Background: an optimization exercise with open tools, aiming at small area and a short achievable clock period. Do not read the settings as production practice. RTL that was checked went through simulation tests only; none was proved equivalent to the original. Power and IR drop assume default switching activity.

## viterbi_decode
module viterbi_decode(
    clk,
    rst,
    LLR0,
    LLR1,
    data_in_v,
    tail,
    decode_out,
    decode_out_v,
    tail_v,
    tail_length
);
Settings: LEC_CHECK=0, CAP_MARGIN=30, CORE_MARGIN=2, CORE_UTILIZATION=60, CTS_BUF_LIST=sky130_fd_sc_hd__clkbuf_16, CTS_CLUSTER_DIAMETER=80, CTS_CLUSTER_SIZE=24, SETUP_SLACK_MARGIN=3.0, SLEW_MARGIN=40, SYNTH_HIERARCHICAL=1, TNS_END_PERCENT=0; clock period 6.0 ns.
run.sh (not shown) runs the stock make flow with config.mk's settings and CLKGATE_MAP_FILE= SYNTH_SCRIPT=/design/flow/synth_recipe.tcl, a recipe that flattens the netlist after the stock synthesis.
The baseline completed without violations.
Edit:
CTS_CLUSTER_DIAMETER = 90   (was 80)
CTS_CLUSTER_SIZE = 27   (was 24)
=> The new run completed without violations; clock skew is lower by 0.046 ns; clock power is lower by 6.4%; utilization is lower by 0.20 points; synthesized area is unchanged; flip-flop and latch count stays the same; setup slack gets worse by 0.037 ns; wire length barely changes; combinational power is about the same.

* * *

Another version of the RTL of viterbi_decode (not shown whole).
Size in the first run: ~160 I/O pins.
// viterbi_decode
module viterbi_decode(
    clk,
    rst,
    LLR0,
    LLR1,
    data_in_v,
    tail,
    decode_out,
    decode_out_v,
    tail_v,
    tail_length
);
Settings: LEC_CHECK=0, CAP_MARGIN=20, CORE_MARGIN=2, CORE_UTILIZATION=60, CTS_BUF_LIST=sky130_fd_sc_hd__clkbuf_4 sky130_fd_sc_hd__clkbuf_8, SLEW_MARGIN=20, SYNTH_MEMORY_MAX_BITS=65536; clock period 6.0 ns.
The baseline finished with timing, DRC and antenna clean.
Next try:
--- a/flow/config.mk
+++ b/flow/config.mk
@@ -6,8 +6,10 @@
 export NUM_CORES = 8
 export LEC_CHECK = 0
+export ABC_CLOCK_PERIOD_IN_PS = 2500
 export CAP_MARGIN = 20
 export CORE_MARGIN = 2
 export CORE_UTILIZATION = 60
 export CTS_BUF_LIST = sky130_fd_sc_hd__clkbuf_4 sky130_fd_sc_hd__clkbuf_8
+export SETUP_SLACK_MARGIN = 3.0
 export SLEW_MARGIN = 20
 export SYNTH_MEMORY_MAX_BITS = 65536
Outcome: Design area rises by 2.5%; worst hold slack is about the same; die area is unchanged; cell count rises by 1.4%; routed wire length rises by 2.2%; first-iteration DRC count hardly moves; via count rises by 1.3%; clock-buffer cell count is unchanged; utilization rises by 1.7 points.
Function was not checked in any run of this note: the RTL went through the layout flow alone.

* * *

== job 1870 ==
Another version of the RTL of viterbi_decode (not shown whole).
For scale: ~45,000 cells after synthesis, about 750,000 um^2 of cells after synthesis.
// viterbi_decode
module viterbi_decode(
    clk,
    rst,
    LLR0,
    LLR1,
    data_in_v,
    tail,
    decode_out,
    decode_out_v,
    tail_v,
    tail_length
);
export LEC_CHECK = 0
export CAP_MARGIN = 20
export CORE_MARGIN = 2
export CORE_UTILIZATION = 60
export CTS_BUF_LIST = sky130_fd_sc_hd__clkbuf_16
export CTS_CLUSTER_DIAMETER = 100
export CTS_CLUSTER_SIZE = 30
export SETUP_SLACK_MARGIN = 2.8
export SLEW_MARGIN = 20
create_clock -name core_clock -period 6.0 [get_ports {clk}]
Completing all stages was not enough for job 1870: its layout failed the final checks because of slew limit.
[inputs] job 3327 vs job 1870
- CTS_CLUSTER_SIZE: 30 -> 24
- SYNTH_HIERARCHICAL: unset -> 1
- CTS_CLUSTER_DIAMETER: 100 -> 80
[summary]
Per the final summary, job 3327 finished and its layout is clean on timing, DRC and antenna.
Compared job 3327 vs job 1870, and sequential power share is down in job 3327.
Looking at total wirelength of the detailed-routed design, job 3327 sits 100,000 um above job 1870.
Compare job 1870 and job 3327 | transition time of the tightest slew-check pin higher: job 1870
[job 3327 vs job 1870] post-route non-filler standard cell count: higher in job 3327
Going from job 1870 to job 3327, setup slack fell by 0.078 ns, via count went up 5.4%, area of placed instances grew by 2.4%, post-route minimum period +0.078 ns.
On worst endpoint data arrival time, the higher figure sits with job 3327, not job 1870.

==> separate check: timing with driven ports <==
In the flow no input, the clock included, has a driving cell. The finished layouts below were timed again as built, in two steps. Step 1 sets driving cells, clkbuf_16 on the clock port and buf_2 on the other inputs (assumed; they add their load-dependent delay and slew). Step 2 adds t to the input delays and takes it off the output delays; t is the mean of the earliest and latest rising clock arrival at the registers after step 1. Input paths then give back, and output paths get back, about the clock's delay inside the block. Slacks: ideal ports / drivers / drivers and shift; pairs: ideal ports / drivers.
run | shift t [ns] | setup slack, ns | worst setup path after step 2 | worst data-port slew with drivers (ns) | pins driven straight from the clock port
the first run of note 1 | 1.425 | 2.486 / 2.458 / 2.486 | register to register | 0.29 | 1
the second run of note 1 | 1.417 | 2.449 / 2.449 / 2.449 | register to register | 0.29 | 1
the first run of note 2 | 1.702 | 0.873 / 0.873 / 0.873 | register to register | 0.04 | 1
the second run of note 2 | 1.708 | 2.031 / 1.855 / 1.575 | input to register | 0.04 | 1
job 1870 | 1.385 | 2.254 / 2.254 / 2.254 | register to register | 0.03 | 1
job 3327 | 1.398 | 2.177 / 2.177 / 2.177 | register to register | 0.05 | 1
The setup slack of the second run of note 2, which loses most, moves by -0.176 ns with the drivers and by -0.456 ns with both steps.
